Context: an optimization exercise on an open-source flow, tuned for small area and a short achievable clock period. The choices shown serve that exercise and are no tape-out recipe.
Only simulation tests tie the RTL to the original design; equivalence was not proved.
No activity file was given, so power comes from the tool's default toggle rates.

## flow/design.v

```verilog
module bist #(
  parameter int size   = 6,
  parameter int length = 8
) (
  input  logic              start,
  input  logic              rst,
  input  logic              clk,
  input  logic              csin,
  input  logic              rwbarin,
  input  logic              opr,
  input  logic [size-1:0]   address,
  input  logic [length-1:0] datain,
  output logic [length-1:0] dataout,
  output logic              fail
);
  logic             NbarT;              
  logic             nrm;                
  logic [9:0]       q;
  logic             cout;
  logic [7:0]       tlo_n, thi_n;       
  logic             wt;                 
  logic             endt;               
  logic             kt;                 
  logic [63:0][7:0] ram;                
  logic [7:0]       rd_n;               
  logic [7:0]       rd_t_n;             
  logic [7:0]       rd_t;               
  logic [7:0] data_t;
  always_comb begin
    case (q[9:7])
      3'd0: data_t = 8'hAA;
      3'd1: data_t = 8'h55;
      3'd2: data_t = 8'hF0;
      3'd3: data_t = 8'h0F;
      3'd4: data_t = 8'h00;
      3'd5: data_t = 8'hFF;
      3'd6: data_t = 8'h33;
      default: data_t = 8'hCC;
    endcase
  end
  logic [7:0] d;
  logic       we;
  assign d  = nrm ? datain : data_t;
  assign we = wt | (nrm & csin & ~rwbarin);
  logic       mode_next, cout_next;
  logic [9:0] q_next, q_next1;
  always_comb begin
    if (rst) mode_next = 1'b0;
    else if (!NbarT) mode_next = start;
    else if (cout) mode_next = 1'b0;
    else mode_next = 1'b1;
    q_next    = NbarT ? q + 10'd1 : 10'd0;
    q_next1   = q_next + 10'd1;
    cout_next = NbarT && (q == 10'h3FF);
  end
  logic to_n, to_t;
  assign to_n = rst | endt | (nrm & ~start);
  assign to_t = ~rst & kt;
  logic gn, gt, byn, byt;
  assign gn  = ~we & to_n;
  assign gt  = ~we & to_t;
  assign byn = we & to_n;
  assign byt = we & to_t;
  logic [5:0] l1, l0;                   
  for (genvar k = 0; k < 6; k++) begin : g_lit
    and2  u_l1 (.a(address[k]), .b(nrm), .y(l1[k]));
    nor2b u_l0 (.a(address[k]), .bn(nrm), .y(l0[k]));
  end
  logic [7:0] mlo_n, mhi_n;             
  for (genvar j = 0; j < 8; j++) begin : g_match
    nand3 u_ml (.a(j[0] ? l1[0] : l0[0]), .b(j[1] ? l1[1] : l0[1]), .c(j[2] ? l1[2] : l0[2]), .y(mlo_n[j]));
    nand3 u_mh (.a(j[0] ? l1[3] : l0[3]), .b(j[1] ? l1[4] : l0[4]), .c(j[2] ? l1[5] : l0[5]), .y(mhi_n[j]));
  end
  logic [15:0] lo_r, lo_w;              
  logic       gn_n, gt_n, we_n;
  assign gn_n = ~gn;
  assign gt_n = ~gt;
  assign we_n = ~we;
  logic [7:0] hin, hit, hiw;
  for (genvar j = 0; j < 8; j++) begin : g_sel
    nand2 u_r0 (.a(mlo_n[j]), .b(tlo_n[j]), .y(lo_r[j]));
    nand2 u_r1 (.a(mlo_n[j]), .b(tlo_n[j]), .y(lo_r[8+j]));
    nand2 u_w0 (.a(mlo_n[j]), .b(tlo_n[j]), .y(lo_w[j]));
    nand2 u_w1 (.a(mlo_n[j]), .b(tlo_n[j]), .y(lo_w[8+j]));
    aoi21 u_hn (.a(mhi_n[j]), .b(thi_n[j]), .c(gn_n), .y(hin[j]));
    aoi21 u_ht (.a(mhi_n[j]), .b(thi_n[j]), .c(gt_n), .y(hit[j]));
    aoi21 u_hw (.a(mhi_n[j]), .b(thi_n[j]), .c(we_n), .y(hiw[j]));
  end
  logic [63:0] de, den;
  for (genvar w = 0; w < 64; w++) begin : g_de
    and2  u_de  (.a(hiw[w/8]), .b(lo_w[(w/32)*8 + w%8]), .y(de[w]));
    nand2 u_den (.a(hiw[w/8]), .b(lo_w[(w/32)*8 + w%8]), .y(den[w]));
  end
  logic [63:0][7:0] ram_d;
  for (genvar w = 0; w < 64; w++) begin : g_hold
    for (genvar b = 0; b < 8; b++) begin : g_bit
      hold u_h (.s(de[w]), .sn(den[w]), .d(d[b]), .q(ram[w][b]), .y(ram_d[w][b]));
    end
  end
  always_ff @(posedge clk) ram <= ram_d;
  logic [7:0] grp [0:7];
  for (genvar i = 0; i < 8; i++) begin : g_grp
    for (genvar b = 0; b < 8; b++) begin : g_bit
      ao8 u_ao (.s(lo_r[(i/4)*8 +: 8]),
                .m({ram[8*i+7][b], ram[8*i+6][b], ram[8*i+5][b], ram[8*i+4][b],
                    ram[8*i+3][b], ram[8*i+2][b], ram[8*i+1][b], ram[8*i][b]}),
                .y(grp[i][b]));
    end
  end
  logic [7:0] rn_next, rt_next, bn, bt;
  always_comb begin
    bn = d & {8{byn}};
    bt = d & {8{byt}};
  end
  for (genvar b = 0; b < 8; b++) begin : g_rd
    ao8b u_n (.s(hin),
              .m({grp[7][b], grp[6][b], grp[5][b], grp[4][b],
                  grp[3][b], grp[2][b], grp[1][b], grp[0][b]}),
              .b(bn[b]), .y(rn_next[b]));
    ao8b u_t (.s(hit),
              .m({grp[7][b], grp[6][b], grp[5][b], grp[4][b],
                  grp[3][b], grp[2][b], grp[1][b], grp[0][b]}),
              .b(bt[b]), .y(rt_next[b]));
  end
  always_ff @(posedge clk) begin
    NbarT <= mode_next;
    nrm   <= ~mode_next;
    q     <= q_next;
    cout  <= cout_next;
    wt    <= mode_next & ~q_next[6];
    endt  <= mode_next & cout_next;
    kt    <= mode_next & ~cout_next & q_next1[6];
    for (int j = 0; j < 8; j++) begin
      tlo_n[j] <= !(mode_next && (q_next[2:0] == j[2:0]));
      thi_n[j] <= !(mode_next && (q_next[5:3] == j[2:0]));
    end
    rd_n <= rn_next;
    rd_t_n <= ~rt_next;
    rd_t   <= rt_next;
  end
  logic [7:0] on;
  for (genvar b = 0; b < 8; b++) begin : g_out
    nand3 u_a (.a(csin), .b(rwbarin), .c(rd_n[b]), .y(on[b]));
    nand2 u_o (.a(on[b]), .b(rd_t_n[b]), .y(dataout[b]));
  end
  always_ff @(posedge clk) begin
    if (rst) fail <= 1'b0;
    else if (opr && NbarT && (rwbarin || q[6]) && (rd_t != data_t)) fail <= 1'b1;
  end
endmodule
module nor2b (input logic a, bn, output logic y);
  assign y = ~a & bn;
endmodule
module aoi21 (input logic a, b, c, output logic y);
  assign y = ~((a & b) | c);
endmodule
module ao8 (
  input  logic [7:0] s,
  input  logic [7:0] m,
  output logic       y
);
  assign y = |(s & m);
endmodule
module ao8b (
  input  logic [7:0] s,
  input  logic [7:0] m,
  input  logic       b,
  output logic       y
);
  logic [3:0] x;
  aoi22  u_x0 (.a(s[0]), .b(m[0]), .c(s[1]), .d(m[1]), .y(x[0]));
  aoi22  u_x1 (.a(s[2]), .b(m[2]), .c(s[3]), .d(m[3]), .y(x[1]));
  aoi22  u_x2 (.a(s[4]), .b(m[4]), .c(s[5]), .d(m[5]), .y(x[2]));
  aoi221 u_x3 (.a(s[6]), .b(m[6]), .c(s[7]), .d(m[7]), .e(b), .y(x[3]));
  nand4  u_y  (.a(x[0]), .b(x[1]), .c(x[2]), .d(x[3]), .y(y));
endmodule
module aoi22 (input logic a, b, c, d, output logic y);
  assign y = ~((a & b) | (c & d));
endmodule
module aoi221 (input logic a, b, c, d, e, output logic y);
  assign y = ~((a & b) | (c & d) | e);
endmodule
module nand4 (input logic a, b, c, d, output logic y);
  assign y = ~(a & b & c & d);
endmodule
module and2 (input logic a, b, output logic y);
  assign y = a & b;
endmodule
module nand3 (input logic a, b, c, output logic y);
  assign y = ~(a & b & c);
endmodule
module hold (input logic s, sn, d, q, output logic y);
  assign y = (s & d) | (sn & q);
endmodule
module nand2 (input logic a, b, output logic y);
  assign y = ~(a & b);
endmodule
```

## flow/flow/run.sh

```bash
#!/bin/bash
# Layout flow: the standard flow (standard.sh), with two changes after
# the standard synthesis:
#  - the port buffers are plain buffers (buf_4) instead of the delay cells
#    buffer_ports picks by default;
#  - the delay cells are not used by repair, so no path gets a delay cell
#    as a buffer.
# Each step's output goes to a log of its own in this folder (ORFS also
# keeps its per-step logs under orfs/logs).
set -euo pipefail

bash standard.sh synth > synth.log 2>&1

export BUFFER_PORTS_ARGS="-buffer_cell sky130_fd_sc_hd__buf_4"
export DONT_USE_CELLS="sky130_fd_sc_hd__dlygate4sd1_1 sky130_fd_sc_hd__dlygate4sd2_1 sky130_fd_sc_hd__dlygate4sd3_1 sky130_fd_sc_hd__clkdlybuf4s15_1 sky130_fd_sc_hd__clkdlybuf4s15_2 sky130_fd_sc_hd__clkdlybuf4s18_1 sky130_fd_sc_hd__clkdlybuf4s18_2 sky130_fd_sc_hd__clkdlybuf4s25_1 sky130_fd_sc_hd__clkdlybuf4s25_2 sky130_fd_sc_hd__clkdlybuf4s50_1 sky130_fd_sc_hd__clkdlybuf4s50_2 sky130_fd_sc_hd__dlymetal6s2s_1 sky130_fd_sc_hd__dlymetal6s4s_1 sky130_fd_sc_hd__dlymetal6s6s_1"

bash standard.sh floorplan > floorplan.log 2>&1
bash standard.sh place > place.log 2>&1
bash standard.sh cts > cts.log 2>&1
bash standard.sh route > route.log 2>&1
bash standard.sh finish > finish.log 2>&1
```

## flow/standard.sh

```bash
#!/bin/bash
# synth_recipe.tcl (not shown) runs the flow's synth.tcl, then flattens the netlist and writes it again
# the make line also repeats each setting of config.mk as NAME=value (left out here)
make -C /OpenROAD-flow-scripts/flow DESIGN_CONFIG=/design/flow/config.mk WORK_HOME=/design/flow/orfs CLKGATE_MAP_FILE= SYNTH_SCRIPT=/design/flow/synth_recipe.tcl "${@:-finish}"
```

## flow/config.mk

```make
export PLATFORM = sky130hd
export DESIGN_NAME = bist
export DESIGN_NICKNAME = bist
export VERILOG_FILES = /design/flow/design.v
export SDC_FILE = /design/flow/constraint.sdc
export NUM_CORES = 4
export LEC_CHECK = 0
export CAP_MARGIN = 20
export CORE_MARGIN = 2
export CORE_UTILIZATION = 40
export SETUP_SLACK_MARGIN = 2.35
export SLEW_MARGIN = 20
export SYNTH_HIERARCHICAL = 1
export SYNTH_MINIMUM_KEEP_SIZE = 0
```

## flow/constraint.sdc

```tcl
create_clock -name core_clock -period 4.5 [get_ports {clk}]
set_input_delay 0.9000 -clock core_clock [delete_from_list [all_inputs] [get_ports {clk}]]
set_output_delay 0.9000 -clock core_clock [all_outputs]
set_load 0.01 [all_outputs]
```

==> flow_summary.ini, run 1 <==
[sta]
finalMaxSlewViolations = 0
final_hold_viol_count = 0
final-setup-viol-count = 0
skew_ns = 0.01912
period_share = 0.5302
finalSetupTns_ns = 0
max_freq_ghz = 0.4191
grt_setup_unrepaired = yes
max-slew-margin-rel = 0.4957
hold_ws_ns = 0.4678
period_minus_slack_ns = 2.386
worst_slew_pin_slew_ns = 0.7565

[floorplanning]
start_util = 0.4069
fp.coreArea_mm2 = 0.05276
die_h_um = 235.7
die-area_mm2 = 0.05554
die_w_um = 235.7
io_pins = 29
fp-row-count = 84

[setup_path]
end_kind = register
startpoint_type = primary input
path_max_fanout = 7
cp.required_ns = 4.94
path_class = in2reg
arrival_ns = 2.82

[routing]
wl_per_cell_um = 29.63
finalWirelength_mm = 84.85
viasPerCell = 6.790
drt_pass1_iterations = 6
drt_iter0_drc = 2349
postRouteAntennaNets = 0
remaining_drc_errors = 0
num_vias = 19450

[cts]
numCtsBuffers = 58
cts-root-buf = clkbuf_16
cts.hold.buffers_added = 0
clock_latency_ns = 0.63
clock-sinks = 569
clk_pin_slew_ns = 0.06
cts_max_level = 2
cts_tree = yes
cts_buffer_depth = 3

[yosys]
synth_top_area_cell = dfxtp_1
avgSynthCellArea_um2 = 11.28
ys_warn_count = 8
synth-main-ff-cell = dfxtp_1
synth_top_area_frac = 0.5306
syn_inst = 1903
syn_nets = 1925
synth_edf_count = 0
ys_seq_area_frac = 0.5306
synth.distinct_cells = 56
syn_area_mm2 = 0.02147
synth-async-reset-ratio = 0
ys_seq_elements = 569
ys_top_cells_by_area = dfxtp_1 53%, a22o_1 21%, a22oi_1 9.0%, a22oi_2 2.8%, nand4_1 2.3%

[global_routing]
grt_usage = 0.2801
antenna_found_initial = 0
grt_overflow_total = 0
first_global_vias = 18140
grt_pass1_wl_mm = 119.1
grt_max_degree = 65

[layout]
drive_gt1_frac = 0.2657
fin_nets = 2151
post-route-util = 0.5271
nFillCells = 4559
area_growth_pct = 29.54

[power_and_ir_drop]
pwr-share-clk = 0.427
p_sw_frac = 0.2515
p_int_w = 0.008742
p_leak_nw = 10.20
seqPwrFrac = 0.477
p_per_area_mw_per_mm2 = 420.0
p_comb_frac = 0.096
p_sw_w = 0.002937
ir_drop_uv = 328.3

[place]
place.gp.congestion = 0.9384
dp_hpwl_mm = 47.07
io_buffers = 28

[min_path]
hold_class = reg2reg

[flow_run]
max_cap_violations = 0

[outcome]
status = complete, no violations
## state kept, by name (all words and copies together), names as in the netlist
signal  count
NbarT       1
cout        1
endt        1
fail        1
kt          1
nrm         1
q          10
ram       512
rd_n        8
rd_t        8
rd_t_n      8
thi_n       8
tlo_n       8
wt          1
## routing by layer
layer | global-route usage | part of all wire
met3 | 0.06895 | 0.12
met5 | 0 | 0
met4 | 0.1264 | 0.051
met2 | 0.3939 | 0.41
met1 | 0.4019 | 0.42
## Yosys stat by module (local to each module, per instance), excerpt
module | flops+latches | area, um^2 | cells | times used
bist | 569 | 12480 | 763 | 1
ao8 | 0 | 36.28 | 5 | 64
aoi221 | 0 | 15.01 | 1 | 16
nor2b | 0 | 13.76 | 1 | 6
aoi22 | 0 | 12.51 | 1 | 48
aoi21 | 0 | 8.758 | 1 | 24
hold | 0 | 8.758 | 1 | 512
and2 | 0 | 6.256 | 1 | 70
nand4 | 0 | 6.256 | 1 | 16
nand3 | 0 | 5.005 | 1 | 24
nand2 | 0 | 3.754 | 1 | 104
## timing repair
| item | in CTS | in global routing |
|---|---|---|
| gates resized for setup | 185 | 103 |
| endpoints found under the setup margin | 544 | 459 |
| pin swaps | 85 | 43 |
| cloned | 19 | 10 |
| setup buffers | 80 | 30 |
## power by group through the flow
| stage | logic (W) | registers (W) | clock network (W) |
|---|---|---|---|
| detailed placement | 0.000841 | 0.00565 | 0 |
| finish | 0.00112 | 0.00557 | 0.00499 |
| global route | 0.00115 | 0.00560 | 0.00523 |
| CTS | 0.00101 | 0.00555 | 0.00502 |
| floorplan | 0.000542 | 0.00558 | 0 |
| global placement | 0.000823 | 0.00564 | 0 |
## cells by family after synthesis
group	count (synthesis)	synth area share
DFF	569	0.5306
adders and majority gates	2	0.001165
xor gates and xnor gates	13	0.005304
AOI/OAI and AO/OA	888	0.3576
muxes	7	0.004429
and+or+nand+nor	383	0.09331
buffers and inverters	41	0.007577
## layout make-up
cell class / count / area (um^2) / share of cell area
multi-input cells: 1316 / 11700 / 0.4206
inverters: 29 / 143.9 / 0.005174
diodes: 1 / 2.502 / 0.00008998
repair buffers: 151 / 1675 / 0.06024
flip-flops and latches: 569 / 11430 / 0.4111
clock buffers: 92 / 1793 / 0.06447
repair inverters: 4 / 30.03 / 0.001080
well taps: 688 / 860.8 / 0.03095
clock inverters: 14 / 172.7 / 0.006209
## synthesized netlist by cell type (all sizes together), types with 3 or more instances
cell / n
o21ai: 7
clkbuf: 7
mux2i: 7
a211oi: 3
nand3: 38
nand2b: 4
a221oi: 16
nor2b: 9
nor3: 3
and2: 74
nor2: 40
dfxtp: 569
a22oi: 304
xor2: 3
nand2: 124
xnor2: 10
a21oi: 34
nand4: 81
a22o: 512
inv: 29
buf: 5
## cell usage in the layout, fill, tap and decap left out, drive strengths merged, types with 4 or more instances in the layout
cell and count:
a21oi 34, a221oi 16, a22o 512, a22oi 304, and2 74, buf 151, bufinv 4, clkbuf 92
clkinv 9, clkinvlp 13, dfxtp 569, inv 21, mux2i 7, nand2 147, nand2b 4, nand3 38
nand4 81, nor2 40, nor2b 9, o21ai 7, xnor2 10
## metrics by stage
step / cell area, um^2 / cells / total power (W) / setup WS [ns]
after floorplan: 21860 / 1903 / 0.006126 / 1.795
after global placement: 22970 / 2618 / 0.006467 / 1.345
after detailed placement: 22970 / 2618 / 0.006486 / 1.285
after CTS: 26890 / 2823 / 0.01159 / 2.282
after global routing: 27810 / 2863 / 0.01198 / 2.157
final: 27810 / 2864 / 0.01168 / 2.114
## worst max-delay path: stages
cell      delay [ns]
buf_6           0.10
and2_4          0.19
nand3_4         0.17
buf_12          0.13
nand2_8         0.08
a22oi_2         0.29
nand4_1         0.14
buf_4           0.18
a221oi_4        0.39
nand4_1         0.22
## final timing paths
kind | startpoint | endpoint | slack (ns) | depth (start not counted)
min | ram[122] | ram[122] | 0.47 | 1
min reg2reg | ram[122] | ram[122] | 0.47 | 1
max reg2reg | nrm | rd_n[2] | 2.14 | 9
max | address[1] | rd_n[2] | 2.11 | 10
==> run 2, diff against run 1 <==
--- a/flow/config.mk
+++ b/flow/config.mk
@@ -8,7 +8,7 @@
 export CAP_MARGIN = 20
 export CORE_MARGIN = 2
 export CORE_UTILIZATION = 40
-export SETUP_SLACK_MARGIN = 2.35
+export SETUP_SLACK_MARGIN = 2.2
 export SLEW_MARGIN = 20
 export SYNTH_HIERARCHICAL = 1
 export SYNTH_MINIMUM_KEEP_SIZE = 0
==> run 2 against run 1 <==
Cell count shrank 2.2%; clock-buffer cell count decreased by 3; critical path depth shrank 2; design area down 5.5%; still clean; sequential cell count did not move; sequential share of layout area up 2.3 points; hold slack improved by 0.0021 ns; clock skew rose by 0.0035 ns.
==> flow_summary.ini, run 2 <==
[yosys]
syn_nets = 1925
avgSynthCellArea_um2 = 11.28
synth-async-reset-ratio = 0
synth.most_common_cell = dfxtp_1
synth_top_area_frac = 0.5306
synth_compound_area_frac = 0.3576
synthSimpleGateAreaFrac = 0.09331
ys_top_cells_by_count = 569 x dfxtp_1, 512 x a22o_1, 256 x a22oi_1, 123 x nand2_1, 80 x nand4_1
syn_inst = 1903
synth.distinct_cells = 56
synth_xor_area_frac = 0.005304
muxShareOfSynthArea = 0.004429
synthAdderAreaFrac = 0.001166
synth_edf_count = 0
ys_seq_elements = 569
ys_seq_area_frac = 0.5306
synth-main-ff-cell = dfxtp_1
synth_top_family_by_area = compound AO/OA/AOI/OAI gates
syn_area_mm2 = 0.02147
synth_top_area_cell = dfxtp_1
ys_warn_count = 8
ys_top_cells_by_area = dfxtp_1 53%, a22o_1 21%, a22oi_1 9.0%, a22oi_2 2.8%, nand4_1 2.3%

[floorplanning]
io_pins = 29
fp-row-count = 84
die-area_mm2 = 0.05554
die_w_um = 235.7
fp.coreArea_mm2 = 0.05276
start_util = 0.4069
die_h_um = 235.7

[sta]
max_freq_ghz = 0.4354
final-setup-viol-count = 0
finalMaxSlewViolations = 0
max-slew-margin-rel = 0.3704
final_hold_viol_count = 0
worst_slew_pin_slew_ns = 0.9430
grt_setup_unrepaired = yes
finalSetupTns_ns = 0
period_share = 0.5103
skew_ns = 0.02260
hold_ws_ns = 0.4699
period_minus_slack_ns = 2.297

[setup_path]
path_max_fanout = 32
r2r_setup_slack_ns = 2.20
startpoint_type = register
cp.required_ns = 4.96
arrival_ns = 2.76
end_kind = register
path_class = reg2reg

[place]
dp_hpwl_mm = 48.51
io_buffers = 28
place.gp.congestion = 0.9645

[routing]
remaining_drc_errors = 0
finalWirelength_mm = 78.35
drt_pass1_iterations = 6
wl_per_cell_um = 27.96
drt_iter0_drc = 2068
viasPerCell = 6.583
postRouteAntennaNets = 0
num_vias = 18450

[cts]
cts_buffer_depth = 3
cts.hold.buffers_added = 0
cts-root-buf = clkbuf_16
cts_tree = yes
clock_latency_ns = 0.62
numCtsBuffers = 58
clk_pin_slew_ns = 0.06
cts_max_level = 2
clock-sinks = 569

[global_routing]
grt_pass1_wl_mm = 112.2
grt_overflow_total = 0
first_global_vias = 17480
grt_usage = 0.2603
grt_max_degree = 59
antenna_found_initial = 0

[layout]
area_growth_pct = 22.36
fin_nets = 2094
nFillCells = 4713
final_common_cell = dfxtp_1
largest_reg_flops = 512
top_regs = ram x512, q x10
top_register = ram
drive_gt1_frac = 0.2054
final_cell_mix = 559 x dfxtp_1, 512 x a22o_1, 201 x a22oi_1

[power_and_ir_drop]
ir_drop_uv = 286.1
p_per_area_mw_per_mm2 = 431.4
p_leak_nw = 9.654

[flow_run]
max_cap_violations = 0

[outcome]
status = complete, no violations

[min_path]
hold_class = reg2reg
[run 2: modules after synthesis, one instance, submodules excluded, excerpt]
module  cells inside  flip-flops and latches  copies in the design  area, um^2
nand3              1                       0                    24       5.005
ao8                5                       0                    64       36.28
nand4              1                       0                    16       6.256
nand2              1                       0                   104       3.754
aoi21              1                       0                    24       8.758
hold               1                       0                   512       8.758
and2               1                       0                    70       6.256
nor2b              1                       0                     6       13.76
[run 2: worst paths after layout]
kind / cells past startpoint / to / startpoint
worst max-delay path: 8 / rd_n[0] / nrm
worst min-delay path: 1 / ram[69] / ram[69]
worst max register to register: 8 / rd_n[0] / nrm
worst min register to register: 1 / ram[69] / ram[69]
[run 2: through the flow]
step / cells / power, W / setup slack (ns) / utilization / instance area, um^2
floorplan: 1903 / 0.006114 / 1.795 / - / 21730
global placement: 2619 / 0.006450 / 1.272 / 0.4329 / 22840
detailed placement: 2619 / 0.006466 / 1.243 / 0.4329 / 22840
CTS: 2767 / 0.01129 / 2.158 / 0.4853 / 25610
global route: 2801 / 0.01164 / 2.158 / 0.4978 / 26270
finish: 2802 / 0.01133 / 2.203 / 0.4979 / 26270
[run 2: critical path: stages, from the launching register on]
cell and delay, ns:
dfxtp_4 0.41, and2_4 0.20, nand3_4 0.18, nand2_8 0.20, a22oi_2 0.35, nand4_1 0.11, buf_4 0.17, a22oi_2 0.27
nand4_1 0.20
[run 2: cell type report]
cell class / instances / area (um^2) / share of cell area
tap: 688 / 860.8 / 0.03277
timing repair inverter: 1 / 7.507 / 0.0002858
antenna: 1 / 2.502 / 0.00009526
timing repair buffer: 110 / 973.4 / 0.03706
multi-input combinational: 1303 / 11020 / 0.4194
clock inverter: 12 / 168.9 / 0.006430
clock buffer: 89 / 1689 / 0.06430
inverter: 29 / 141.4 / 0.005382
sequential: 569 / 11410 / 0.4343
[run 2: where the power goes]
part	internal, W	leakage (nW)	total, W	switching [W]
Sequential	0.00536	4.61	0.00556	0.000204
Combinational	0.000375	4.14	0.000970	0.000596
Clock	0.00279	0.903	0.00480	0.00201
Total	0.00852	9.65	0.0113	0.00281
[run 2: what timing repair did]
item / 4_1_cts / 5_1_grt
pin swaps: 48 / 35
gates cloned: 2 / 9
resized for setup: 98 / 64
setup endpoints to repair: 544 / 418
setup buffers: 45 / 25
[run 2: logic make-up (layout without fill, tap and decap cells)]
kind of cell	Yosys count	in the layout
xor gates and xnor gates	13	13
and+or+nand+nor	383	393
adders and majority gates	2	2
other	0	1
DFF	569	569
AOI/OAI and AO/OA	888	888
buffers and inverters	41	241
muxes	7	7
[run 2: per-layer routing]
| layer | track usage | share of wire |
|---|---|---|
| met4 | 0.08608 | 0.036 |
| met2 | 0.3900 | 0.43 |
| met5 | 0 | 0 |
| met1 | 0.3774 | 0.45 |
| met3 | 0.04597 | 0.086 |
==> run 3, diff against run 2 <==
--- a/flow/config.mk
+++ b/flow/config.mk
@@ -8,6 +8,8 @@
 export CAP_MARGIN = 20
 export CORE_MARGIN = 2
 export CORE_UTILIZATION = 40
+export CTS_CLUSTER_DIAMETER = 100
+export CTS_CLUSTER_SIZE = 30
 export SETUP_SLACK_MARGIN = 2.2
 export SLEW_MARGIN = 20
 export SYNTH_HIERARCHICAL = 1
==> run 3 against run 2 <==
Still clean; hold slack improved by 0.010 ns; critical path depth increased by 2; total power decreased by 20%.
==> flow_summary.ini, run 3 <==
[layout]
drive_gt1_frac = 0.1718
final_common_cell = dfxtp_1
largest_reg_flops = 512
antenna_cells = 0
fin_nets = 2051
top_register = ram
top_regs = ram x512, q x10
area_growth_pct = 16.21
final_cell_mix = 562 x dfxtp_1, 512 x a22o_1, 218 x a22oi_1

[flow_run]
max_cap_violations = 0

[sta]
max_freq_ghz = 0.4317
grt_setup_unrepaired = yes
finalSetupTns_ns = 0
max-slew-margin-rel = 0.6228
worst_slew_pin_slew_ns = 0.5659
skew_ns = 0.01696
finalMaxSlewViolations = 0
final_hold_viol_count = 0
final-setup-viol-count = 0
hold_ws_ns = 0.4801
period_share = 0.5148
period_minus_slack_ns = 2.317

[setup_path]
arrival_ns = 2.78
path_class = in2reg
path_max_fanout = 8
end_kind = register
startpoint_type = primary input
cp.required_ns = 4.96

[cts]
cts_max_level = 1
cts.hold.buffers_added = 0
cts_tree = yes
numCtsBuffers = 23
cts_buffer_depth = 3
clock-sinks = 569
clk_pin_slew_ns = 0.11
clock_latency_ns = 0.60
cts-root-buf = clkbuf_16

[yosys]
ys_seq_area_frac = 0.5306
ys_top_cells_by_area = dfxtp_1 53%, a22o_1 21%, a22oi_1 9.0%, a22oi_2 2.8%, nand4_1 2.3%
ys_warn_count = 8
ys_seq_elements = 569
synth_compound_area_frac = 0.3576
synth_edf_count = 0
synth_top_family_by_area = compound AO/OA/AOI/OAI gates
muxShareOfSynthArea = 0.004429
synth.most_common_cell = dfxtp_1
synth_top_area_frac = 0.5306
synth_top_area_cell = dfxtp_1
synth-async-reset-ratio = 0
synth-main-ff-cell = dfxtp_1
avgSynthCellArea_um2 = 11.28
synth.distinct_cells = 56
synthAdderAreaFrac = 0.001166
synth_xor_area_frac = 0.005304
ys_top_cells_by_count = 569 x dfxtp_1, 512 x a22o_1, 256 x a22oi_1, 123 x nand2_1, 80 x nand4_1
syn_area_mm2 = 0.02147
syn_nets = 1925
syn_inst = 1903
synthSimpleGateAreaFrac = 0.09331

[power_and_ir_drop]
ir_drop_uv = 253.9
p_leak_nw = 9.044
p_per_area_mw_per_mm2 = 363.7

[min_path]
hold_class = reg2reg

[floorplanning]
start_util = 0.4069
die_h_um = 235.7
io_pins = 29
die-area_mm2 = 0.05554
die_w_um = 235.7
fp-row-count = 84
fp.coreArea_mm2 = 0.05276

[global_routing]
grt_max_degree = 59
first_global_vias = 17110
antenna_found_initial = 0
grt_overflow_total = 0
grt_usage = 0.2625
grt_pass1_wl_mm = 112.9

[place]
dp_hpwl_mm = 48.51
io_buffers = 28
place.gp.congestion = 0.9645

[routing]
wl_per_cell_um = 27.76
drt_iter0_drc = 1974
viasPerCell = 6.620
finalWirelength_mm = 75.48
num_vias = 18000
drt_pass1_iterations = 5
remaining_drc_errors = 0
postRouteAntennaNets = 0

[outcome]
status = complete, no violations
## run 3: cell counts after synthesis
No cell type changed its count.
## run 3: final timing paths
check / start / end / cells past startpoint / slack, ns
worst max-delay path: address[0] / rd_n[2] / 10 / 2.18
worst max register to register: nrm / rd_n[2] / 9 / 2.21
worst min-delay path: ram[380] / ram[380] / 1 / 0.48
worst min register to register: ram[380] / ram[380] / 1 / 0.48
## run 3: per-layer routing
layer  routed length [um]  GRT usage  vias to the layer above
met2                32450     0.3909                      788
met4                 2488    0.08203                        0
met5                    0          0                        -
li1                     -          -                     7996
met3                 6011    0.04491                      136
met1                34530     0.3853                     9079
## run 3: area by class of cell
cell class | instances | area, um^2
repair buffers | 106 | 1010
clock inverters | 3 | 38.79
inverters | 29 | 165.2
well taps | 688 | 860.8
fillers | 4804 | 27810
multi-input cells | 1299 | 10870
repair inverters | 1 | 7.507
clock buffers | 24 | 589.3
flip-flops and latches | 569 | 11410
## run 3: worst max-delay path, cell delays in order
cell and delay, ns:
buf_4 0.13, and2_4 0.19, nand3_4 0.12, buf_12 0.16
nand2_4 0.17, a22oi_2 0.33, nand4_1 0.12, buf_4 0.18
a221oi_2 0.28, nand4_1 0.18
## run 3: kinds of logic (layout without fill, tap and decap cells)
group	after synthesis	in the layout
adder cells (fa/ha/maj)	2	2
AND/OR/NAND/NOR	383	389
AO/OA/AOI/OAI	888	888
multiplexers	7	7
flip-flops	569	569
XOR/XNOR	13	13
buffers and inverters	41	163
## run 3: report_power, final
part	internal, W	switching, W
Clock	0.000965	0.00159
Combinational	0.000378	0.000587
Sequential	0.00535	0.000200
## run 3: timing repair
action / 4_1_cts / 5_1_grt
pin swaps: 48 / 28
setup buffers: 49 / 17
endpoints found under the setup margin: 544 / 467
resized for setup: 94 / 52
cloned: 6 / 1
## run 3: stage by stage
step,power (W),std cells,utilization,cell area (um^2),setup WS (ns)
3_3_place_gp,0.006450,2619,0.4329,22840,1.272
5_1_grt,0.009378,2719,0.4729,24950,2.147
6_report,0.009075,2719,0.4729,24950,2.183
3_5_place_dp,0.006466,2619,0.4329,22840,1.243
2_1_floorplan,0.006114,1903,-,21730,1.795
4_1_cts,0.009056,2701,0.4643,24500,2.202
## run 3: per-module statistics from Yosys (local to each module, per instance), a selection
module / copies in the design / flip-flops and latches
aoi21: 24 / 0
hold: 512 / 0
nand4: 16 / 0
nand2: 104 / 0
and2: 70 / 0
ao8: 64 / 0
aoi221: 16 / 0
aoi22: 48 / 0
bist: 1 / 569
nand3: 24 / 0
nor2b: 6 / 0
==> run 4, diff against run 3 <==
--- a/flow/design.v
+++ b/flow/design.v
@@ -61,15 +61,16 @@
   assign gt  = ~we & to_t;
   assign byn = we & to_n;
   assign byt = we & to_t;
-  logic [5:0] l1, l0;                   
+  logic [5:0] an;                       
   for (genvar k = 0; k < 6; k++) begin : g_lit
-    and2  u_l1 (.a(address[k]), .b(nrm), .y(l1[k]));
-    nor2b u_l0 (.a(address[k]), .bn(nrm), .y(l0[k]));
+    inv u_an (.a(address[k]), .y(an[k]));
   end
   logic [7:0] mlo_n, mhi_n;             
   for (genvar j = 0; j < 8; j++) begin : g_match
-    nand3 u_ml (.a(j[0] ? l1[0] : l0[0]), .b(j[1] ? l1[1] : l0[1]), .c(j[2] ? l1[2] : l0[2]), .y(mlo_n[j]));
-    nand3 u_mh (.a(j[0] ? l1[3] : l0[3]), .b(j[1] ? l1[4] : l0[4]), .c(j[2] ? l1[5] : l0[5]), .y(mhi_n[j]));
+    nand4 u_ml (.a(nrm), .b(j[0] ? address[0] : an[0]), .c(j[1] ? address[1] : an[1]),
+                .d(j[2] ? address[2] : an[2]), .y(mlo_n[j]));
+    nand4 u_mh (.a(nrm), .b(j[0] ? address[3] : an[3]), .c(j[1] ? address[4] : an[4]),
+                .d(j[2] ? address[5] : an[5]), .y(mhi_n[j]));
   end
   logic [15:0] lo_r, lo_w;              
   logic       gn_n, gt_n, we_n;
@@ -148,8 +149,8 @@
     else if (opr && NbarT && (rwbarin || q[6]) && (rd_t != data_t)) fail <= 1'b1;
   end
 endmodule
-module nor2b (input logic a, bn, output logic y);
-  assign y = ~a & bn;
+module inv (input logic a, output logic y);
+  assign y = ~a;
 endmodule
 module aoi21 (input logic a, b, c, output logic y);
   assign y = ~((a & b) | c);
==> run 4 against run 3 <==
Design area is 2.6% lower; combinational power is 46% higher; total power is 10% higher; synthesized cell count decreased by 0.32%; sequential power grew 9.0%; clock-buffer cell count fell by 1; clock skew rose by 0.0049 ns; largest power group unchanged; highest routed layer is now met5.
==> flow_summary.ini, run 4 <==
[setup_path]
startpoint_type = primary input
timing.rr.start = q[9]
crit_path_end = rd_t[0]
path_class = in2reg
cp.required_ns = 4.96
r2r-end = ram[21]
r2r_setup_slack_ns = 2.24
path_max_fanout = 32
worstSetupStartpoint = address[2]
rr_worst_depth = 8
end_kind = register
arrival_ns = 2.79

[sta]
period_minus_slack_ns = 2.323
worst_slew_pin_slew_ns = 0.5892
finalSetupTns_ns = 0
grt_setup_unrepaired = yes
final_hold_viol_count = 0
final-setup-viol-count = 0
skew_ns = 0.02190
max-slew-margin-rel = 0.6063
finalMaxSlewViolations = 0
period_share = 0.5163
max_freq_ghz = 0.4304

[min_path]
hold_class = reg2reg
hold-path-cell-count = 1

[cts]
numCtsBuffers = 23
cts_tree = yes
clock_latency_ns = 0.61
cts_buffer_depth = 3
cts_max_level = 1
cts-root-buf = clkbuf_16
clock-sinks = 569
clk_pin_slew_ns = 0.12

[layout]
nFillCells = 4823
antenna_cells = 0
fin_nets = 2014
drive_gt1_frac = 0.1459
area_growth_pct = 13.62
final_cell_mix = 564 x dfxtp_1, 512 x a22o_1, 231 x a22oi_1
final_common_cell = dfxtp_1
top_register = ram
top_regs = ram x512, q x10
largest_reg_flops = 512

[routing]
postRouteAntennaNets = 0
remaining_drc_errors = 0
wl_per_cell_um = 27.74
drt_iter0_drc = 2308
num_vias = 17990
viasPerCell = 6.705
drt_pass1_iterations = 6
finalWirelength_mm = 74.43

[place]
dp_hpwl_mm = 49.55
place.gp.congestion = 0.9187
io_buffers = 28

[yosys]
ys_warn_count = 8
synth-main-ff-cell = dfxtp_1
synth_top_area_frac = 0.5325
avgSynthCellArea_um2 = 11.28
synth-async-reset-ratio = 0
syn_inst = 1897
ys_top_cells_by_area = dfxtp_1 53%, a22o_1 21%, a22oi_1 9.0%, a22oi_2 2.8%, nand4_1 2.8%
synth.most_common_cell = dfxtp_1
syn_nets = 1919
synth_edf_count = 0
ys_seq_area_frac = 0.5325
syn_area_mm2 = 0.02139
ys_seq_elements = 569
synth.distinct_cells = 55
synth_top_area_cell = dfxtp_1
ys_top_cells_by_count = 569 x dfxtp_1, 512 x a22o_1, 256 x a22oi_1, 123 x nand2_1, 96 x nand4_1

[floorplanning]
start_util = 0.4054
die-area_mm2 = 0.05534
die_w_um = 235.3
fp.coreArea_mm2 = 0.05276
io_pins = 29
die_h_um = 235.3
fp-row-count = 84

[outcome]
status = complete, no violations

[global_routing]
grt_pass1_wl_mm = 110.3
grt_overflow_total = 0
grt_max_degree = 44
first_global_vias = 16950
antenna_found_initial = 1
grt_usage = 0.2556

[power_and_ir_drop]
ir_drop_uv = 284.1
power.total_w = 0.01002
p_leak_nw = 8.958
p_per_area_mw_per_mm2 = 412.3

[flow_run]
max_cap_violations = 0
## run 4: changes by cell type after synthesis
| cell | before | now |
|---|---|---|
| and2_1 | 73 | 67 |
| inv_1 | 28 | 34 |
| nand3_1 | 37 | 21 |
| nand4_1 | 80 | 96 |
| nor2b_4 | 6 | 0 |
## run 4: critical path: stages
cell and delay [ns]:
buf_4 0.11, inv_1 0.08, nand4_1 0.13, buf_6 0.21
nand2_8 0.19, a22oi_1 0.31, nand4_1 0.24, a221oi_2 0.41
nand4_1 0.17
## run 4: report_power, final
part	internal [W]	switching [W]
combinational	0.000608	0.000802
clock	0.000949	0.00161
sequential	0.00566	0.000393
total	0.00722	0.00280
## run 4: cell families after synthesis
group / count (synthesis) / synth area share
fa+ha+maj: 2 / 0.001170
simple gates: 371 / 0.08897
mux: 7 / 0.004445
compound gates: 888 / 0.3589
xor+xnor: 13 / 0.005323
buf+inv: 47 / 0.008657
flops: 569 / 0.5325
## run 4: repair_timing
item | in CTS | in global routing
hold buffers | 0 | 0
endpoints found under the setup margin | 545 | 503
pin swaps | 22 | 26
gates cloned | 1 | 1
setup buffers | 23 | 13
gates resized for setup | 91 | 34
## run 4: per-layer routing
metal | track usage | up-vias | part of all wire
met5 | 0 | - | 0.00015
met4 | 0.07045 | 2 | 0.031
met3 | 0.03940 | 143 | 0.088
met2 | 0.4004 | 901 | 0.44
met1 | 0.3654 | 9014 | 0.44
li1 | - | 7929 | -
## run 4: through the flow
stage,std cells,hold slack (ns),instance area [um^2],worst slack (ns),util
floorplan,1897,0.4398,21540,1.795,-
global placement,2617,0.4521,22680,1.056,0.4299
detailed placement,2617,0.4531,22690,1.198,0.4300
CTS,2669,0.4844,23980,2.199,0.4546
global route,2683,0.4918,24300,2.150,0.4607
finish,2683,0.4833,24300,2.177,0.4607
## run 4: Yosys stat by module (local to each module, per instance), excerpt
| module | flip-flops and latches | cell area [um^2] | cells inside | copies in the design |
|---|---|---|---|---|
| hold | 0 | 8.758 | 1 | 512 |
| aoi21 | 0 | 8.758 | 1 | 24 |
| aoi22 | 0 | 12.51 | 1 | 48 |
| inv | 0 | 3.754 | 1 | 6 |
| nand2 | 0 | 3.754 | 1 | 104 |
| nand3 | 0 | 5.005 | 1 | 8 |
| nand4 | 0 | 6.256 | 1 | 32 |
| and2 | 0 | 6.256 | 1 | 64 |
| bist | 569 | 12480 | 763 | 1 |
| aoi221 | 0 | 15.01 | 1 | 16 |
| ao8 | 0 | 36.28 | 5 | 64 |
## run 4: worst min path at each step
stage | endpoint | startpoint
3_3_place_gp | ram[30] | ram[30]
4_1_cts | ram[181] | ram[181]
2_1_floorplan | ram[0] | ram[0]
3_5_place_dp | ram[123] | ram[123]
5_1_grt | ram[479] | ram[479]
6_report | ram[203] | ram[203]
## run 4: cell type report
| class | instances | area (um^2) | area share |
|---|---|---|---|
| Timing Repair Buffer | 80 | 743.2 | 0.03058 |
| Multi-Input combinational cell | 1282 | 10500 | 0.4320 |
| Clock inverter | 5 | 50.05 | 0.002059 |
| Clock buffer | 23 | 575.6 | 0.02368 |
| Sequential cell | 569 | 11410 | 0.4693 |
| Timing Repair inverter | 1 | 7.507 | 0.0003089 |
| Tap cell | 688 | 860.8 | 0.03542 |
| Inverter | 35 | 161.4 | 0.006641 |
==> run 5, diff against run 4 <==
--- a/flow/config.mk
+++ b/flow/config.mk
@@ -8,8 +8,8 @@
 export CAP_MARGIN = 20
 export CORE_MARGIN = 2
 export CORE_UTILIZATION = 40
-export CTS_CLUSTER_DIAMETER = 100
-export CTS_CLUSTER_SIZE = 30
+export CTS_CLUSTER_DIAMETER = 80
+export CTS_CLUSTER_SIZE = 24
 export SETUP_SLACK_MARGIN = 2.2
 export SLEW_MARGIN = 20
 export SYNTH_HIERARCHICAL = 1
==> run 5 against run 4 <==
Global-route usage rose by 0.078 points; die area did not move; sequential cell count unchanged; hold slack worse by 0.0035 ns; routed wire length fell by 0.45%; clock power rose by 21%; sequential power is essentially flat; critical endpoint is now dataout[4]; largest cell class unchanged; clock-buffer cell count up 11; non-clock buffer count is 7 higher.
==> flow_summary.ini, run 5 <==
[sta]
period_minus_slack_ns = 2.300
final-setup-viol-count = 0
skew_ns = 0.01828
finalSetupTns_ns = 0
worst_slew_pin_slew_ns = 0.6684
finalMaxSlewViolations = 0
period_share = 0.5112
final_hold_viol_count = 0
max-slew-margin-rel = 0.5533
grt_setup_unrepaired = yes
max_freq_ghz = 0.4347

[floorplanning]
die-area_mm2 = 0.05534
start_util = 0.4054
die_h_um = 235.3
io_pins = 29
die_w_um = 235.3
fp.coreArea_mm2 = 0.05276
fp-row-count = 84

[yosys]
syn_area_mm2 = 0.02139
synth-main-ff-cell = dfxtp_1
synth_top_area_cell = dfxtp_1
synth_compound_area_frac = 0.3589
ys_seq_elements = 569
synth_top_family_by_area = compound AO/OA/AOI/OAI gates
synthAdderAreaFrac = 0.001170
synth_edf_count = 0
ys_warn_count = 8
ys_top_cells_by_count = 569 x dfxtp_1, 512 x a22o_1, 256 x a22oi_1, 123 x nand2_1, 96 x nand4_1
syn_inst = 1897
avgSynthCellArea_um2 = 11.28
synthSimpleGateAreaFrac = 0.08897
synth_top_area_frac = 0.5325
ys_seq_area_frac = 0.5325
synth.distinct_cells = 55
syn_nets = 1919
muxShareOfSynthArea = 0.004445
ys_top_cells_by_area = dfxtp_1 53%, a22o_1 21%, a22oi_1 9.0%, a22oi_2 2.8%, nand4_1 2.8%
synth.most_common_cell = dfxtp_1
synth-async-reset-ratio = 0
synth_xor_area_frac = 0.005323

[layout]
final_common_cell = dfxtp_1
fin_area_mm2 = 0.02467
area_growth_pct = 15.32
nFillCells = 4797
antenna_cells = 0
fin_nets = 2027
largest_reg_flops = 512
post-route-util = 0.4675
final_cell_mix = 565 x dfxtp_1, 512 x a22o_1, 228 x a22oi_1
top_regs = ram x512, q x10
top_register = ram
drive_gt1_frac = 0.1548

[place]
io_buffers = 28
place.gp.congestion = 0.9187
placed_cell_area_mm2 = 0.02269
dp_hpwl_mm = 49.55

[global_routing]
first_global_vias = 17000
grt_overflow_total = 0
grt-busiest-layer = met2
use_met2 = 0.3933
antenna_found_initial = 1
grt_pass1_wl_mm = 110.5
grt_max_degree = 44
use_met1 = 0.3697
grt_usage = 0.2563
grt_use_met3 = 0.03705

[routing]
drt_iter0_drc = 2122
drt_pass1_iterations = 6
finalWirelength_mm = 74.09
postRouteAntennaNets = 0
remaining_drc_errors = 0
num_vias = 18030
viasPerCell = 6.668
wl_per_cell_um = 27.40

[cts]
cts_buffer_depth = 3
clock-sinks = 569
cts-root-buf = clkbuf_16
clk_pin_slew_ns = 0.09
cts_tree = yes
numCtsBuffers = 30
cts_max_level = 1
clock_latency_ns = 0.62

[flow_run]
max_cap_violations = 0

[min_path]
hold_class = reg2reg

[setup_path]
crit_family = buffers and inverters
path_buf_inv = 2
path_class = in2out
cp_cell_sequence = buf_12 > nand3_2 > nand2_2 > buf_4
path_max_fanout = 9
arrival_ns = 1.40
end_kind = output port
cp.required_ns = 3.60
startpoint_type = primary input
max_stage_delay_ns = 0.15
r2r_setup_slack_ns = 2.24
slowest_stage = buf_4

[power_and_ir_drop]
p_per_area_mw_per_mm2 = 428.1
ir_drop_uv = 320.9
power.total_w = 0.01056
p_leak_nw = 9.139

[outcome]
status = complete, no violations
[run 5: stage by stage]
stage / worst slack (ns) / hold slack, ns / instances
after global routing: 2.159 / 0.4876 / 2704
final: 2.200 / 0.4797 / 2704
after floorplan: 1.795 / 0.4398 / 1897
after CTS: 2.205 / 0.4796 / 2686
after global placement: 1.056 / 0.4521 / 2617
after detailed placement: 1.198 / 0.4531 / 2617
[run 5: kinds of logic (layout without fill, tap and decap cells)]
kind of cell,after synthesis,in the layout
flops,569,569
compound gates,888,888
simple gates,371,371
mux,7,7
buf+inv,47,166
xor+xnor,13,13
fa+ha+maj,2,2
[run 5: what timing repair did]
item	in CTS	in global routing
endpoints found under the setup margin	545	519
cloned	1	0
gates resized for setup	87	37
hold buffers	0	0
buffers inserted	25	18
pin swaps	21	27
[run 5: final timing paths]
| check | from | endpoint | depth (start not counted) |
|---|---|---|---|
| min | ram[477] | ram[477] | 1 |
| max | csin | dataout[4] | 4 |
| max reg2reg | nrm | rd_t[2] | 7 |
| min reg2reg | ram[477] | ram[477] | 1 |
[run 5: area by class of cell]
class	count	area, um^2	area share
timing repair inverter	1	7.507	0.0003043
sequential	569	11410	0.4624
clock inverter	9	112.6	0.004565
tap	688	860.8	0.03490
inverter	35	161.4	0.006543
multi-input combinational	1281	10500	0.4255
clock buffer	34	807.0	0.03272
timing repair buffer	87	817.0	0.03312
[run 5: report_power, final]
part           internal, W  switching (W)  total (W)
Clock              0.00137        0.00173    0.00310
Combinational     0.000616       0.000795    0.00141
Sequential         0.00566       0.000396    0.00605
Total              0.00764        0.00292     0.0106
[run 5: Yosys stat by module, one instance, submodules excluded, a selection]
module  copies in the design  flops+latches
aoi221                    16              0
inv                        6              0
nand4                     32              0
bist                       1            569
and2                      64              0
ao8                       64              0
nand3                      8              0
aoi21                     24              0
nand2                    104              0
hold                     512              0
aoi22                     48              0
[run 5: routing by layer]
layer | share of wire | routed length (um)
met5 | 0.00015 | 11
met2 | 0.44 | 32830
met1 | 0.44 | 32730
met4 | 0.034 | 2511
met3 | 0.081 | 6000
==> run 6, diff against run 5 <==
--- a/flow/design.v
+++ b/flow/design.v
@@ -23,8 +23,8 @@
   logic             kt;                 
   logic [63:0][7:0] ram;                
   logic [7:0]       rd_n;               
-  logic [7:0]       rd_t_n;             
   logic [7:0]       rd_t;               
+  logic             s63;                
   logic [7:0] data_t;
   always_comb begin
     case (q[9:7])
@@ -108,20 +108,19 @@
                 .y(grp[i][b]));
     end
   end
-  logic [7:0] rn_next, rt_next, bn, bt;
+  logic [7:0] rn_next, rt_next, bn;
   always_comb begin
     bn = d & {8{byn}};
-    bt = d & {8{byt}};
   end
   for (genvar b = 0; b < 8; b++) begin : g_rd
     ao8b u_n (.s(hin),
               .m({grp[7][b], grp[6][b], grp[5][b], grp[4][b],
                   grp[3][b], grp[2][b], grp[1][b], grp[0][b]}),
               .b(bn[b]), .y(rn_next[b]));
-    ao8b u_t (.s(hit),
+    ao8  u_t (.s(hit),
               .m({grp[7][b], grp[6][b], grp[5][b], grp[4][b],
                   grp[3][b], grp[2][b], grp[1][b], grp[0][b]}),
-              .b(bt[b]), .y(rt_next[b]));
+              .y(rt_next[b]));
   end
   always_ff @(posedge clk) begin
     NbarT <= mode_next;
@@ -136,17 +135,21 @@
       thi_n[j] <= !(mode_next && (q_next[5:3] == j[2:0]));
     end
     rd_n <= rn_next;
-    rd_t_n <= ~rt_next;
     rd_t   <= rt_next;
-  end
-  logic [7:0] on;
+    s63    <= byt;
+  end
+  logic [7:0] on, rd_t_n, w63_n;
   for (genvar b = 0; b < 8; b++) begin : g_out
+    inv   u_i (.a(rd_t[b]), .y(rd_t_n[b]));
+    nand2 u_w (.a(s63), .b(ram[63][b]), .y(w63_n[b]));
     nand3 u_a (.a(csin), .b(rwbarin), .c(rd_n[b]), .y(on[b]));
-    nand2 u_o (.a(on[b]), .b(rd_t_n[b]), .y(dataout[b]));
-  end
+    nand3 u_o (.a(on[b]), .b(rd_t_n[b]), .c(w63_n[b]), .y(dataout[b]));
+  end
+  logic [7:0] test_out;                 
+  assign test_out = rd_t | (ram[63] & {8{s63}});
   always_ff @(posedge clk) begin
     if (rst) fail <= 1'b0;
-    else if (opr && NbarT && (rwbarin || q[6]) && (rd_t != data_t)) fail <= 1'b1;
+    else if (opr && NbarT && (rwbarin || q[6]) && (test_out != data_t)) fail <= 1'b1;
   end
 endmodule
 module inv (input logic a, output logic y);
==> run 6 against run 5 <==
Sequential share of layout area is 0.18 points lower; clock-buffer cell count is 3 higher; via count is 0.12% higher; critical endpoint is now rd_n[4]; global-route usage up 1.3 points; largest power group unchanged; first-iteration DRC count increased by 1.1%.
==> flow_summary.ini, run 6 <==
[power_and_ir_drop]
p_per_area_mw_per_mm2 = 442.1
ir_drop_uv = 301.0
p_sw_w = 0.003004
pwr-share-clk = 0.308
p_int_w = 0.007807
p_sw_frac = 0.2779
p_leak_nw = 9.229
p_comb_frac = 0.134
seqPwrFrac = 0.558

[sta]
finalSetupTns_ns = 0
hold_ws_ns = 0.4787
period_minus_slack_ns = 2.329
finalMaxSlewViolations = 0
worst_slew_pin_slew_ns = 0.8561
final_hold_viol_count = 0
fin_ws_ns = 2.171
period_share = 0.5176
max_freq_ghz = 0.4293
final-setup-viol-count = 0
grt_setup_unrepaired = yes
max-slew-margin-rel = 0.4292
skew_ns = 0.01909

[place]
dp_hpwl_mm = 48.85
post-place-ws_ns = 1.297
place.gp.congestion = 0.8931
io_buffers = 28

[yosys]
synthAdderAreaFrac = 0.001191
synth_edf_count = 0
ys_top_cells_by_count = 562 x dfxtp_1, 512 x a22o_1, 288 x a22oi_1, 126 x nand2_1, 98 x nand4_1
syn_nets = 1895
synthSimpleGateAreaFrac = 0.09224
synth.most_common_cell = dfxtp_1
synth_compound_area_frac = 0.3553
ys_seq_elements = 562
synth_top_area_frac = 0.5354
synth_xor_area_frac = 0.007086
syn_inst = 1873
avgSynthCellArea_um2 = 11.22
synth.distinct_cells = 47
synth_top_area_cell = dfxtp_1
synth-async-reset-ratio = 0
ys_seq_area_frac = 0.5354
muxShareOfSynthArea = 0.001548
synth_top_family_by_area = compound AO/OA/AOI/OAI gates
ys_warn_count = 8
synth-main-ff-cell = dfxtp_1
syn_area_mm2 = 0.02101
ys_top_cells_by_area = dfxtp_1 54%, a22o_1 21%, a22oi_1 10%, nand4_1 2.9%, nand2_1 2.3%

[cts]
clock-sinks = 562
clock_latency_ns = 0.63
cts-root-buf = clkbuf_16
numCtsBuffers = 31
cts_buffer_depth = 3
cts.hold.buffers_added = 0
cts_tree = yes
cts_max_level = 1
clk_pin_slew_ns = 0.09

[floorplanning]
die_h_um = 233.2
die-area_mm2 = 0.05438
fp-row-count = 83
fp.coreArea_mm2 = 0.05161
die_w_um = 233.2
start_util = 0.4071
io_pins = 29

[global_routing]
grt_max_degree = 66
antenna_found_initial = 1
grt_usage = 0.2693
grt_overflow_total = 0
grt_pass1_wl_mm = 111.6
first_global_vias = 16810

[routing]
finalWirelength_mm = 75.70
viasPerCell = 6.709
num_vias = 18050
remaining_drc_errors = 0
drt_pass1_iterations = 6
wl_per_cell_um = 28.13
postRouteAntennaNets = 0
drt_iter0_drc = 2146

[layout]
top_regs = ram x512, q x10
final_common_cell = dfxtp_1
fin_nets = 2013
largest_reg_flops = 512
area_growth_pct = 16.39
drive_gt1_frac = 0.1359
final_cell_mix = 553 x dfxtp_1, 512 x a22o_1, 279 x a22oi_1
post-route-util = 0.4738
top_register = ram

[setup_path]
slowest_stage = a22oi_1
cp.required_ns = 5.00
path_max_fanout = 32
cp_common_cell = nand4_1
end_kind = register
max_stage_delay_ns = 0.39
r2r_setup_slack_ns = 2.17
arrival_ns = 2.83
cp_cell_sequence = buf_12 > nand4_1 > buf_4 > nand2_8 > a22oi_1 > nand4_1 > a221oi_2 > nand4_1
startpoint_type = register
path_class = reg2reg

[flow_run]
max_cap_violations = 0

[outcome]
status = complete, no violations

[min_path]
hold_class = reg2reg
## run 6: repair_timing
action / in CTS / in global routing
endpoints found under the setup margin: 536 / 417
buffers inserted: 34 / 10
resized for setup: 77 / 39
pin swaps: 29 / 24
gates cloned: 2 / 1
## run 6: area by class of cell
class | count | area [um^2]
Antenna cell | 2 | 5.005
Tap cell | 680 | 850.8
Fill cell | 4707 | 27160
Clock inverter | 14 | 236.5
Inverter | 24 | 90.09
Timing Repair Buffer | 91 | 875.8
Multi-Input combinational cell | 1281 | 10320
Clock buffer | 37 | 808.3
Sequential cell | 562 | 11260
## run 6: metrics by stage
| stage | instances | total power (W) | area [um^2] |
|---|---|---|---|
| after floorplan | 1873 | 0.006837 | 21180 |
| after global placement | 2590 | 0.007408 | 22340 |
| after detailed placement | 2591 | 0.007429 | 22370 |
| after CTS | 2678 | 0.01077 | 24120 |
| after global routing | 2689 | 0.01118 | 24450 |
| final | 2691 | 0.01081 | 24460 |
## run 6: logic make-up (layout without fill, tap and decap cells)
group | count (synthesis) | count (layout)
and+or+nand+nor | 372 | 374
adders and majority gates | 2 | 2
xor gates and xnor gates | 17 | 17
muxes | 3 | 3
other | 0 | 2
buffers and inverters | 33 | 166
AOI/OAI and AO/OA | 884 | 885
DFF | 562 | 562
## run 6: routing by layer
layer,track usage,vias to the layer above,part of all wire
met5,0,-,0.00017
met4,0.09295,2,0.037
met3,0.05151,145,0.10
met2,0.3892,987,0.42
met1,0.3975,8994,0.45
li1,-,7925,-
## run 6: modules after synthesis (local to each module, per instance), a selection
module / flops+latches / cells inside / area (um^2)
and2: 0 / 1 / 6.256
ao8: 0 / 5 / 36.28
bist: 562 / 723 / 12210
inv: 0 / 1 / 3.754
nand3: 0 / 1 / 5.005
nand4: 0 / 1 / 6.256
nand2: 0 / 1 / 3.754
hold: 0 / 1 / 8.758
aoi221: 0 / 1 / 15.01
## run 6: worst paths after layout
path,startpoint,endpoint,cells past startpoint
max,nrm,rd_n[4],8
min,ram[122],ram[122],1
max reg2reg,nrm,rd_n[4],8
min reg2reg,ram[122],ram[122],1
## run 6: power groups by stage
stage               Combinational (W)  Clock, W  Sequential (W)
finish                        0.00145   0.00333         0.00603
global route                  0.00153   0.00355         0.00609
CTS                           0.00139   0.00337         0.00601
detailed placement            0.00132         0         0.00610
global placement              0.00129         0         0.00612
floorplan                    0.000871         0         0.00597
## run 6: worst max-delay path: cells and delay by family (launching register included)
family	cells	cell delay [ns]
buffers and inverters	2	0.36
AOI/OAI and AO/OA	2	0.74
and+or+nand+nor	4	0.73
DFF	1	0.33
==> run 7, diff against run 6 <==
--- a/flow/config.mk
+++ b/flow/config.mk
@@ -10,7 +10,7 @@
 export CORE_UTILIZATION = 40
 export CTS_CLUSTER_DIAMETER = 80
 export CTS_CLUSTER_SIZE = 24
-export SETUP_SLACK_MARGIN = 2.2
+export SETUP_SLACK_MARGIN = 2.27
 export SLEW_MARGIN = 20
 export SYNTH_HIERARCHICAL = 1
 export SYNTH_MINIMUM_KEEP_SIZE = 0
==> run 7 against run 6 <==
Still clean on timing, DRC and antenna; critical path depth shrank 4; core utilization hardly changed; routed wire length shrank 2.6%; cell count up 0.41%; non-clock buffer count grew 21; design area about the same; hold slack worse by 0.0025 ns; critical path type is now reg2out.
==> flow_summary.ini, run 7 <==
[yosys]
synth-async-reset-ratio = 0
syn_inst = 1873
synth-main-ff-cell = dfxtp_1
synth.distinct_cells = 47
syn_nets = 1895
synth_top_area_frac = 0.5354
synth_edf_count = 0
ys_warn_count = 8
ys_top_cells_by_count = 562 x dfxtp_1, 512 x a22o_1, 288 x a22oi_1, 126 x nand2_1, 98 x nand4_1
ys_top_cells_by_area = dfxtp_1 54%, a22o_1 21%, a22oi_1 10%, nand4_1 2.9%, nand2_1 2.3%
ys_seq_area_frac = 0.5354
synth.most_common_cell = dfxtp_1
avgSynthCellArea_um2 = 11.22
syn_area_mm2 = 0.02101
ys_seq_elements = 562
synth_top_area_cell = dfxtp_1

[floorplanning]
die_w_um = 233.2
fp.coreArea_mm2 = 0.05161
die-area_mm2 = 0.05438
fp-row-count = 83
start_util = 0.4071
die_h_um = 233.2
io_pins = 29

[sta]
finalMaxSlewViolations = 0
grt_setup_unrepaired = yes
finalSetupTns_ns = 0
max-slew-margin-rel = 0.4618
worst_slew_pin_slew_ns = 0.8072
period_minus_slack_ns = 2.334
skew_ns = 0.02379
final_hold_viol_count = 0
max_freq_ghz = 0.4285
final-setup-viol-count = 0
period_share = 0.5187

[setup_path]
cp_cell_sequence = buf_6 > nand2_4 > nand3_4 > buf_6
path_class = reg2out
max_stage_delay_ns = 0.40
arrival_ns = 1.43
slowest_stage = dfxtp_4
rr_worst_depth = 8
cp.required_ns = 3.60
cp_common_cell = buf_6
path_max_fanout = 8
startpoint_type = register
end_kind = output port

[cts]
cts.hold.buffers_added = 0
cts-root-buf = clkbuf_16
clock_latency_ns = 0.62
clk_pin_slew_ns = 0.09
numCtsBuffers = 30
cts_max_level = 1
cts_tree = yes
cts_buffer_depth = 3
clock-sinks = 562

[routing]
postRouteAntennaNets = 0
wl_per_cell_um = 27.30
num_vias = 17730
remaining_drc_errors = 0
drt_iter0_drc = 2217
viasPerCell = 6.563
drt_pass1_iterations = 6
finalWirelength_mm = 73.76

[layout]
top_regs = ram x512, q x10
largest_reg_flops = 512
nFillCells = 4671
area_growth_pct = 16.32
top_register = ram
antenna_cells = 0
fin_cells = 2702
drive_gt1_frac = 0.1508
final_cell_mix = 553 x dfxtp_1, 512 x a22o_1, 263 x a22oi_1
register_area_mm2 = 0.01127
multi_input_area_mm2 = 0.01035
final_common_cell = dfxtp_1
fin_nets = 2032
fin_area_mm2 = 0.02444

[place]
dp_hpwl_mm = 48.55
io_buffers = 28
dp_cells = 2591
place.gp.congestion = 0.8793
placed_cell_area_mm2 = 0.02237

[flow_run]
max_cap_violations = 0

[global_routing]
first_global_vias = 16660
grt_pass1_wl_mm = 109.9
antenna_found_initial = 1
grt_usage = 0.2655
grt_overflow_total = 0
grt_max_degree = 35

[outcome]
status = complete, no violations

[power_and_ir_drop]
p_leak_nw = 9.268
ir_drop_uv = 315.2
p_per_area_mw_per_mm2 = 431.1

[min_path]
hold_class = reg2reg
hold-path-cell-count = 1
## run 7: routing by layer
metal / vias up / wire [um] / GRT usage / share of wire
met5: - / 0 / 0 / 0
met1: 8703 / 33090 / 0.3908 / 0.45
met2: 965 / 30900 / 0.3858 / 0.42
met4: 0 / 2317 / 0.08002 / 0.031
li1: 7955 / - / - / -
met3: 109 / 7457 / 0.05713 / 0.10
## run 7: cell families (layout without fill, tap and decap cells)
| family | count (synthesis) | count (layout) | synth area share |
|---|---|---|---|
| AOI/OAI and AO/OA | 884 | 885 | 0.3553 |
| xor gates and xnor gates | 17 | 17 | 0.007086 |
| adders and majority gates | 2 | 2 | 0.001191 |
| DFF | 562 | 562 | 0.5354 |
| buffers and inverters | 33 | 180 | 0.007205 |
| and+or+nand+nor | 372 | 373 | 0.09224 |
| muxes | 3 | 3 | 0.001548 |
## run 7: cell type report
| type | instances | share of cell area |
|---|---|---|
| flip-flops and latches | 562 | 0.4610 |
| multi-input cells | 1280 | 0.4234 |
| repair buffers | 112 | 0.04044 |
| well taps | 680 | 0.03481 |
| clock buffers | 33 | 0.03246 |
| clock inverters | 11 | 0.004198 |
| inverters | 24 | 0.003686 |
## run 7: modules after synthesis (local to each module, per instance), excerpt
module / area (um^2) / copies in the design / cells / flops+latches
inv: 3.754 / 14 / 1 / 0
nand4: 6.256 / 24 / 1 / 0
and2: 6.256 / 64 / 1 / 0
bist: 12210 / 1 / 723 / 562
nand3: 5.005 / 16 / 1 / 0
aoi22: 12.51 / 24 / 1 / 0
hold: 8.758 / 512 / 1 / 0
ao8: 36.28 / 72 / 5 / 0
nand2: 3.754 / 104 / 1 / 0
aoi221: 15.01 / 8 / 1 / 0
aoi21: 8.758 / 24 / 1 / 0
## run 7: critical path: cells and delay by family (launching register included)
family	cells	cell delay [ns]
buffers and inverters	2	0.27
flip-flops	1	0.40
AND/OR/NAND/NOR	2	0.14
## run 7: timing repair
action                                  CTS  global route
gates resized for setup                  85            38
endpoints found under the setup margin  536           288
cloned                                    2             0
pin swaps                                32            39
buffers inserted                         38            27
## run 7: per-stage QoR
stage               hold WS, ns  power [W]  worst slack, ns  utilization
floorplan                0.4398   0.006839            2.183            -
global placement         0.4522   0.007385            1.235       0.4330
detailed placement       0.4531   0.007411            1.233       0.4335
CTS                      0.4548    0.01046            2.129       0.4652
global route             0.4738    0.01090            2.124       0.4735
finish                   0.4762    0.01054            2.166       0.4735
## run 7: report_power, final
part / internal, W / total [W] / leakage [nW] / switching (W)
clock network: 0.00130 / 0.00302 / 0.438 / 0.00172
logic: 0.000670 / 0.00148 / 4.23 / 0.000805
registers: 0.00561 / 0.00604 / 4.60 / 0.000428
## run 7: path summary, 6_finish.rpt
| path | start | end | slack (ns) |
|---|---|---|---|
| min reg2reg | ram[51] | ram[51] | 0.48 |
| min | ram[51] | ram[51] | 0.48 |
| max reg2reg | nrm | rd_n[6] | 2.28 |
| max | s63 | dataout[4] | 2.17 |

[afterwards: timing with drivers on the ports]
The flow's constraints put no driver on any port. The routed layouts listed below were extracted and timed again, unchanged, in two steps.
Step 1: set_driving_cell puts a clkbuf_16 on clk and a buf_2 on each other input, an assumption about the parent block.
Step 2 moves the port delays by t, midway between the first and last clock arrival at a register: inputs arrive t later, outputs are due t later. That takes back most of the time a late clock gives input paths.
Slacks: ideal / step 1 / step 2; pairs: ideal / step 1.
run | t, ns | setup WS [ns] | hold WS [ns] | worst setup path at the end | worst register clock-pin slew, ns
run 1 | 0.671 | 2.114 / 2.045 / 1.462 | 0.468 / 0.468 / 0.468 | input to register | 0.07 / 0.07
run 2 | 0.673 | 2.203 / 2.123 / 1.562 | 0.470 / 0.470 / 0.470 | input to register | 0.07 / 0.07
run 3 | 0.653 | 2.183 / 2.120 / 1.567 | 0.480 / 0.480 / 0.480 | input to register | 0.12 / 0.12
run 4 | 0.655 | 2.177 / 2.125 / 1.521 | 0.483 / 0.483 / 0.483 | input to register | 0.12 / 0.12
run 5 | 0.675 | 2.200 / 2.127 / 1.551 | 0.480 / 0.480 / 0.480 | input to register | 0.10 / 0.10
run 6 | 0.671 | 2.171 / 2.136 / 1.582 | 0.479 / 0.475 / 0.479 | input to register | 0.10 / 0.10
run 7 | 0.660 | 2.166 / 2.116 / 1.607 | 0.476 / 0.465 / 0.476 | input to register | 0.10 / 0.10
After both steps every run listed still meets setup and hold. The setup slack of run 4, which loses most, moves by -0.052 ns with the drivers and by -0.656 ns with both steps.
